This design comes from an exercise in tuning for small area and a short achievable clock period on the open sky130 flow, not from production work.
Only simulation tests tie the RTL to the original design; equivalence was not proved.
Power and IR drop assume default switching activity.

Design SingleCycle_Top, start of the top module:
module SingleCycle_Top
(
	input				CLK	,
	input				RST	,
	output [9:0]	IMEM_ADDR	,
	input	 [15:0]	IMEM_RDATA	,
	output [9:0]	DMEM_ADDR	,
	output [15:0]	DMEM_WDATA	,
	output			DMEM_WE		,
	input	 [15:0]	DMEM_RDATA
);
Size in the first run: about 580 flip-flops, ~71 I/O pins, roughly 0.028 mm^2 of cells after synthesis.
==> flow/config.mk <==
export PLATFORM = sky130hd
export DESIGN_NAME = SingleCycle_Top
export DESIGN_NICKNAME = SingleCycle_Top
export VERILOG_FILES = /design/flow/design.v
export SDC_FILE = /design/flow/constraint.sdc
export NUM_CORES = 4
export LEC_CHECK = 0
export CAP_MARGIN = 20
export CORE_MARGIN = 2
export CORE_UTILIZATION = 40
export SLEW_MARGIN = 20
export SYNTH_HIERARCHICAL = 1
==> flow/constraint.sdc <==
create_clock -name core_clock -period 16.0 [get_ports {CLK}]
set_input_delay 3.2000 -clock core_clock [delete_from_list [all_inputs] [get_ports {CLK}]]
set_output_delay 3.2000 -clock core_clock [all_outputs]
set_load 0.01 [all_outputs]
standard.sh (not shown) runs the stock make flow with config.mk's settings and CLKGATE_MAP_FILE= SYNTH_SCRIPT=/design/flow/synth_recipe.tcl, a recipe that flattens the netlist after the stock synthesis.
==> flow/flow/run.sh <==
#!/bin/bash
# Layout flow: the standard synthesis unchanged, then the standard ORFS
# layout steps with these changes:
#  - ports are buffered with buf_2 cells (the default picks a slow delay cell),
#  - timing repair may resize across cell footprints and aims for extra
#    setup slack, repairing only the worst paths,
#  - the clock tree uses larger sink clusters of clkbuf_8 cells.
set -euo pipefail
bash standard.sh synth > synth.log 2>&1
bash standard.sh \
  "BUFFER_PORTS_ARGS=-buffer_cell sky130_fd_sc_hd__buf_2" \
  MATCH_CELL_FOOTPRINT=0 \
  SETUP_SLACK_MARGIN=8.0 \
  TNS_END_PERCENT=5 \
  CTS_CLUSTER_SIZE=14 \
  CTS_CLUSTER_DIAMETER=60 \
  CTS_BUF_LIST=sky130_fd_sc_hd__clkbuf_8 \
  finish > layout.log 2>&1
Next try:
--- a/flow/flow/run.sh
+++ b/flow/flow/run.sh
@@ -12,3 +12,3 @@
   MATCH_CELL_FOOTPRINT=0 \
-  SETUP_SLACK_MARGIN=8.0 \
+  SETUP_SLACK_MARGIN=7.4 \
   TNS_END_PERCENT=5 \
=> Via count fell by about 1.8%; wire length went down by 4.0%; die area does not change; setup slack loses 0.43 ns; count of clock-buffer cells in the layout drops by 6; synthesized cell count is unchanged; fmax goes down by about 5%; critical path depth is unchanged; sequential power stays flat.

== violet ==
The RTL this note starts from:
==> flow/design.v <==
module rf_hold (input we, input wd, input nwe, input q, output y);
	assign y = (we & wd) | (nwe & q);
endmodule
module rf_oct (input [7:0] s, input [7:0] d, output y);
	assign y = |(s & d);
endmodule
module rf_oai21 (input a, input b, input c, output y);
	assign y = ~((a | b) & c);
endmodule
module rf_nor2 (input a, input b, output y);
	assign y = ~(a | b);
endmodule
module rf_nand2 (input a, input b, output y);
	assign y = ~(a & b);
endmodule
module rf_nand3 (input a, input b, input c, output y);
	assign y = ~(a & b & c);
endmodule
module rf_rdbit (input [31:0] sel, input [31:0] d, input nkill, input nx, output y);
	wire [3:0] h;
	wire [1:0] m;
	genvar i;
	generate
		for (i = 0; i < 4; i = i + 1) begin : l2
			rf_oct u (.s(sel[8*i+7:8*i]), .d(d[8*i+7:8*i]), .y(h[i]));
		end
		for (i = 0; i < 2; i = i + 1) begin : l3
			rf_oai21 u (.a(h[2*i]), .b(h[2*i+1]), .c(nkill), .y(m[i]));
		end
	endgenerate
	rf_nand3 u4 (.a(m[0]), .b(m[1]), .c(nx), .y(y));
endmodule
module rf_rdbit2 (input [31:0] sel, input [31:0] d, input nkill, input nx, output r, output y);
	wire [3:0] h;
	wire [1:0] m;
	wire       t;
	genvar i;
	generate
		for (i = 0; i < 4; i = i + 1) begin : l2
			rf_oct u (.s(sel[8*i+7:8*i]), .d(d[8*i+7:8*i]), .y(h[i]));
		end
		for (i = 0; i < 2; i = i + 1) begin : l3
			rf_nor2 u (.a(h[2*i]), .b(h[2*i+1]), .y(m[i]));
		end
	endgenerate
	rf_nand2 u4 (.a(m[0]), .b(m[1]), .y(r));
	rf_nand2 u5 (.a(r), .b(nkill), .y(t));
	rf_nand2 u6 (.a(t), .b(nx), .y(y));
endmodule
module add16 (input [15:0] a, input [15:0] b, output [15:0] y);
	wire [16:0] c;
	assign c[0] = 1'b0;
	genvar i;
	generate
		for (i = 0; i < 16; i = i + 1) begin : rc
			assign y[i]   = a[i] ^ b[i] ^ c[i];
			assign c[i+1] = (a[i] & b[i]) | (c[i] & (a[i] ^ b[i]));
		end
	endgenerate
endmodule
module inc16 (input [15:0] a, output [15:0] y);
	wire [16:0] c;
	assign c[0] = 1'b1;
	genvar i;
	generate
		for (i = 0; i < 16; i = i + 1) begin : rc
			assign y[i]   = a[i] ^ c[i];
			assign c[i+1] = a[i] & c[i];
		end
	endgenerate
endmodule
module SingleCycle_Top
(
	input				CLK	,
	input				RST	,
	output [9:0]	IMEM_ADDR	,
	input	 [15:0]	IMEM_RDATA	,
	output [9:0]	DMEM_ADDR	,
	output [15:0]	DMEM_WDATA	,
	output			DMEM_WE		,
	input	 [15:0]	DMEM_RDATA
);
	reg  [15:0] pc;
	reg  [15:0] aux;
	reg  [31:0] vld;
	wire [15:0] I  = IMEM_RDATA;
	wire [5:0]  op = I[15:10];
	wire [4:0]  fa = I[9:5];
	wire [4:0]  fb = I[4:0];
	wire is_sub  = (op == 6'd1);
	wire is_not  = (op == 6'd2);
	wire is_and  = (op == 6'd3) | (op == 6'd11);
	wire is_or   = (op == 6'd4) | (op == 6'd12);
	wire is_xor  = (op == 6'd5) | (op == 6'd13);
	wire is_sll  = (op == 6'd6);
	wire is_srl  = (op == 6'd7) | (op == 6'd8);
	wire is_imm  = (op >= 6'd9) & (op <= 6'd13);
	wire is_lui  = (op == 6'd10);
	wire is_br   = (op >= 6'd14) & (op <= 6'd23);
	wire is_jal  = (op == 6'd24);
	wire is_lw   = (op == 6'd25);
	wire is_sw   = (op == 6'd26);
	wire is_loa  = (op == 6'd28);
	wire reg_we  = (op == 6'd24) | (op == 6'd25) | (op == 6'd27);
	wire [15:0] wdata = is_jal ? pc : (is_lw ? DMEM_RDATA : aux);
	wire [31:0] sel1, sel2;
	wire [31:0] col [0:15];    
	genvar g, b;
	generate
		for (g = 0; g < 32; g = g + 1) begin : regs
			wire        we  = reg_we & (fb == g);
			wire        nwe = ~we;
			wire [15:0] d;
			reg  [15:0] r;
			for (b = 0; b < 16; b = b + 1) begin : bits
				rf_hold h (.we(we), .wd(wdata[b]), .nwe(nwe), .q(r[b]), .y(d[b]));
				assign col[b][g] = r[b];
			end
			always @(posedge CLK) r <= d;
			always @(posedge CLK or negedge RST) begin
				if (!RST) vld[g] <= 1'b0;
				else if (we) vld[g] <= 1'b1;
			end
			assign sel1[g] = (fa == g) & vld[g];
			assign sel2[g] = (fb == g) & vld[g];
		end
	endgenerate
	wire        fwdA  = reg_we & (fa == fb);
	wire        killX = is_imm | fwdA;
	wire        killY = is_imm | reg_we;
	wire [15:0] xsrc  = is_imm ? aux : (fwdA ? wdata : 16'h0);
	wire [15:0] ysrc  = is_imm ? {8'h00, I[7:0]} : (reg_we ? wdata : 16'h0);
	wire [15:0] X, Y, rd2;
	generate
		for (b = 0; b < 16; b = b + 1) begin : rdp
			rf_rdbit p1 (.sel(sel1), .d(col[b]), .nkill(~killX), .nx(~xsrc[b]), .y(X[b]));
			rf_rdbit2 p2 (.sel(sel2), .d(col[b]), .nkill(~killY), .nx(~ysrc[b]), .r(rd2[b]), .y(Y[b]));
		end
	endgenerate
	wire        sub  = is_sub | is_br;
	wire [15:0] Yp   = Y ^ {16{sub}};
	wire [15:0] p    = X ^ Yp;           
	wire [15:0] gn   = X & Yp;           
	wire [16:0] sum  = {1'b0, X} + {1'b0, Yp} + {16'h0, sub};
	wire        eq   = &p;               
	wire        ge_u = sum[16];
	wire        ge_s = sum[16] ^ X[15] ^ Y[15];
	wire        gt_u = ge_u & ~eq;
	wire        gt_s = ge_s & ~eq;
	reg taken;
	always @* begin
		case (op[4:0])
			5'd14:   taken = eq;
			5'd15:   taken = ~eq;
			5'd16:   taken = ~gt_s;
			5'd17:   taken = gt_s;
			5'd18:   taken = ge_s;
			5'd19:   taken = ~gt_s;
			5'd20:   taken = ~gt_u;
			5'd21:   taken = gt_u;
			5'd22:   taken = ge_u;
			default: taken = ~gt_u;
		endcase
	end
	wire [15:0] Xr, T, Tr;
	genvar j;
	generate
		for (j = 0; j < 16; j = j + 1) begin : rev
			assign Xr[j] = X[15-j];
			assign Tr[j] = T[15-j];
		end
	endgenerate
	wire [15:0] Z   = is_sll ? X : Xr;
	assign      T   = Z << Y[3:0];
	wire        big = |Y[15:4];
	wire s_sum = ~(is_not | is_and | is_or | is_xor | is_sll | is_srl | is_lui | is_br | is_loa);
	wire [15:0] aux_n =
		  ({16{s_sum}}          & sum[15:0])
		| ({16{is_not}}         & ~X)
		| ({16{is_and}}         & gn)
		| ({16{is_or}}          & (p | gn))
		| ({16{is_xor}}         & p)
		| ({16{is_sll & ~big}}  & T)
		| ({16{is_srl & ~big}}  & Tr)
		| ({16{is_lui}}         & {I[7:0], 8'h00})
		| ({16{is_loa}}         & Y);
	wire [15:0] pc_br, pc_inc;
	add16 u_pcbr (.a(pc), .b(aux), .y(pc_br));
	inc16 u_pcinc (.a(pc), .y(pc_inc));
	wire [15:0] pc_n = is_jal ? aux : ((is_br & taken) ? pc_br : pc_inc);
	always @(posedge CLK or negedge RST) begin
		if (!RST) begin
			pc  <= 16'h0;
			aux <= 16'h0;
		end else begin
			pc  <= pc_n;
			aux <= aux_n;
		end
	end
	assign IMEM_ADDR  = pc[9:0];
	assign DMEM_ADDR  = aux[9:0];
	assign DMEM_WDATA = rd2;
	assign DMEM_WE    = is_sw;
endmodule
export LEC_CHECK = 0
export CAP_MARGIN = 20
export CORE_MARGIN = 2
export CORE_UTILIZATION = 40
export SLEW_MARGIN = 20
export SYNTH_HIERARCHICAL = 1
create_clock -name core_clock -period 16.0 [get_ports {CLK}]
==> flow/flow/run.sh <==
#!/bin/bash
# Layout flow: the standard synthesis unchanged, then the standard ORFS
# layout steps with these changes:
#  - ports are buffered with buf_2 cells (the default picks a slow delay cell),
#  - timing repair may resize across cell footprints and aims for extra
#    setup slack, repairing only the worst paths,
#  - the clock tree uses larger sink clusters of clkbuf_8 cells.
set -euo pipefail
bash standard.sh synth > synth.log 2>&1
bash standard.sh \
  "BUFFER_PORTS_ARGS=-buffer_cell sky130_fd_sc_hd__buf_2" \
  MATCH_CELL_FOOTPRINT=0 \
  SETUP_SLACK_MARGIN=8.2 \
  TNS_END_PERCENT=5 \
  CTS_CLUSTER_SIZE=14 \
  CTS_CLUSTER_DIAMETER=60 \
  CTS_BUF_LIST=sky130_fd_sc_hd__clkbuf_8 \
  finish > layout.log 2>&1
In summary, violet completed successfully, with a layout that passed the timing, design-rule and antenna checks.
diff inputs: violet => garnet
Settings: setting PLACE_DENSITY to 0.7 for the first time; changing CORE_UTILIZATION from 40 to 46.
-- flow/flow/run.sh --
<<< violet, line 11
  "BUFFER_PORTS_ARGS=-buffer_cell sky130_fd_sc_hd__buf_2" \
  MATCH_CELL_FOOTPRINT=0 \
  SETUP_SLACK_MARGIN=8.2 \
  TNS_END_PERCENT=5 \
  CTS_CLUSTER_SIZE=14 \
>>> garnet, line 11
  "BUFFER_PORTS_ARGS=-buffer_cell sky130_fd_sc_hd__buf_2" \
  MATCH_CELL_FOOTPRINT=0 \
  SETUP_SLACK_MARGIN=7.4 \
  TNS_END_PERCENT=5 \
  CTS_CLUSTER_SIZE=14 \
### Flow results
- Reported for violet and garnet, mean cell area of the mapped netlist turned out identical to the last digit.
- Re met3 capacity usage during global routing: violet and garnet aren't equal, and the higher value belongs to garnet.
- Re portion of the clock cycle consumed by the worst path in the final layout: garnet is 2.8 points up on violet.
- Taking violet as the reference, in garnet relative area change from synthesis to final layout now sits lower; achievable frequency now sits lower; number of non-filler instances in the completed layout now sits lower.
- Worst setup skew after layout, violet and garnet: higher on violet
- Diff violet -> garnet: final design area excluding fillers has decreased, core region area has decreased, via count of the first global-routing pass has decreased, via count of the routed design has decreased.
Relative to garnet, the following input files were edited for quartz:
Settings: changing CORE_UTILIZATION from 46 to 40; removing PLACE_DENSITY (formerly 0.7).
-- flow/flow/run.sh --
<<< garnet, line 11
  "BUFFER_PORTS_ARGS=-buffer_cell sky130_fd_sc_hd__buf_2" \
  MATCH_CELL_FOOTPRINT=0 \
  SETUP_SLACK_MARGIN=7.4 \
  TNS_END_PERCENT=5 \
  CTS_CLUSTER_SIZE=14 \
>>> quartz, line 11
  "BUFFER_PORTS_ARGS=-buffer_cell sky130_fd_sc_hd__buf_2" \
  MATCH_CELL_FOOTPRINT=0 \
  SETUP_SLACK_MARGIN=7.8 \
  TNS_END_PERCENT=5 \
  CTS_CLUSTER_SIZE=14 \
[summary]
- Having completed the whole flow, quartz delivered a layout that passed the timing, design-rule and antenna checks.
- quartz: maximum number of pins on one net before global-route repair 1 above garnet
- Min total power across quartz and garnet: quartz
- [compare] base=garnet new=quartz: clock network area share went down 0.32 points, number of flops mapped to enable cells by yosys held.

port drivers added, routing unchanged:
No port has a modelled driver above. Below, the same layouts with a new extraction and two added sets of constraints. Step 1 sets driving cells, clkbuf_16 on the clock port and buf_2 on the other inputs (assumed; they add their load-dependent delay and slew). Step 2 moves the port delays by t, midway between the first and last clock arrival at a register: inputs arrive t later, outputs are due t later. That takes back most of the time a late clock gives input paths. a / b / c = no drivers / after step 1 / after step 2; a / b = the first two.
run | t, ns | setup slack, ns | worst hold slack (ns) | worst setup path after step 2
the first run of note 1 | 0.748 | 7.717 / 7.558 / 7.099 | 0.503 / 0.503 / 0.503 | input to register
the second run of note 1 | 0.771 | 7.290 / 7.164 / 6.929 | 0.483 / 0.483 / 0.483 | input to register
violet | 0.765 | 7.710 / 7.495 / 7.488 | 0.498 / 0.498 / 0.498 | input to register
garnet | 0.742 | 7.263 / 7.185 / 6.961 | 0.484 / 0.484 / 0.484 | input to register
quartz | 0.742 | 7.621 / 7.486 / 7.192 | 0.490 / 0.490 / 0.490 | input to register
After both steps every run listed still meets setup and hold. The setup slack of the first run of note 1, which loses most, moves by -0.159 ns with the drivers and by -0.618 ns with both steps.
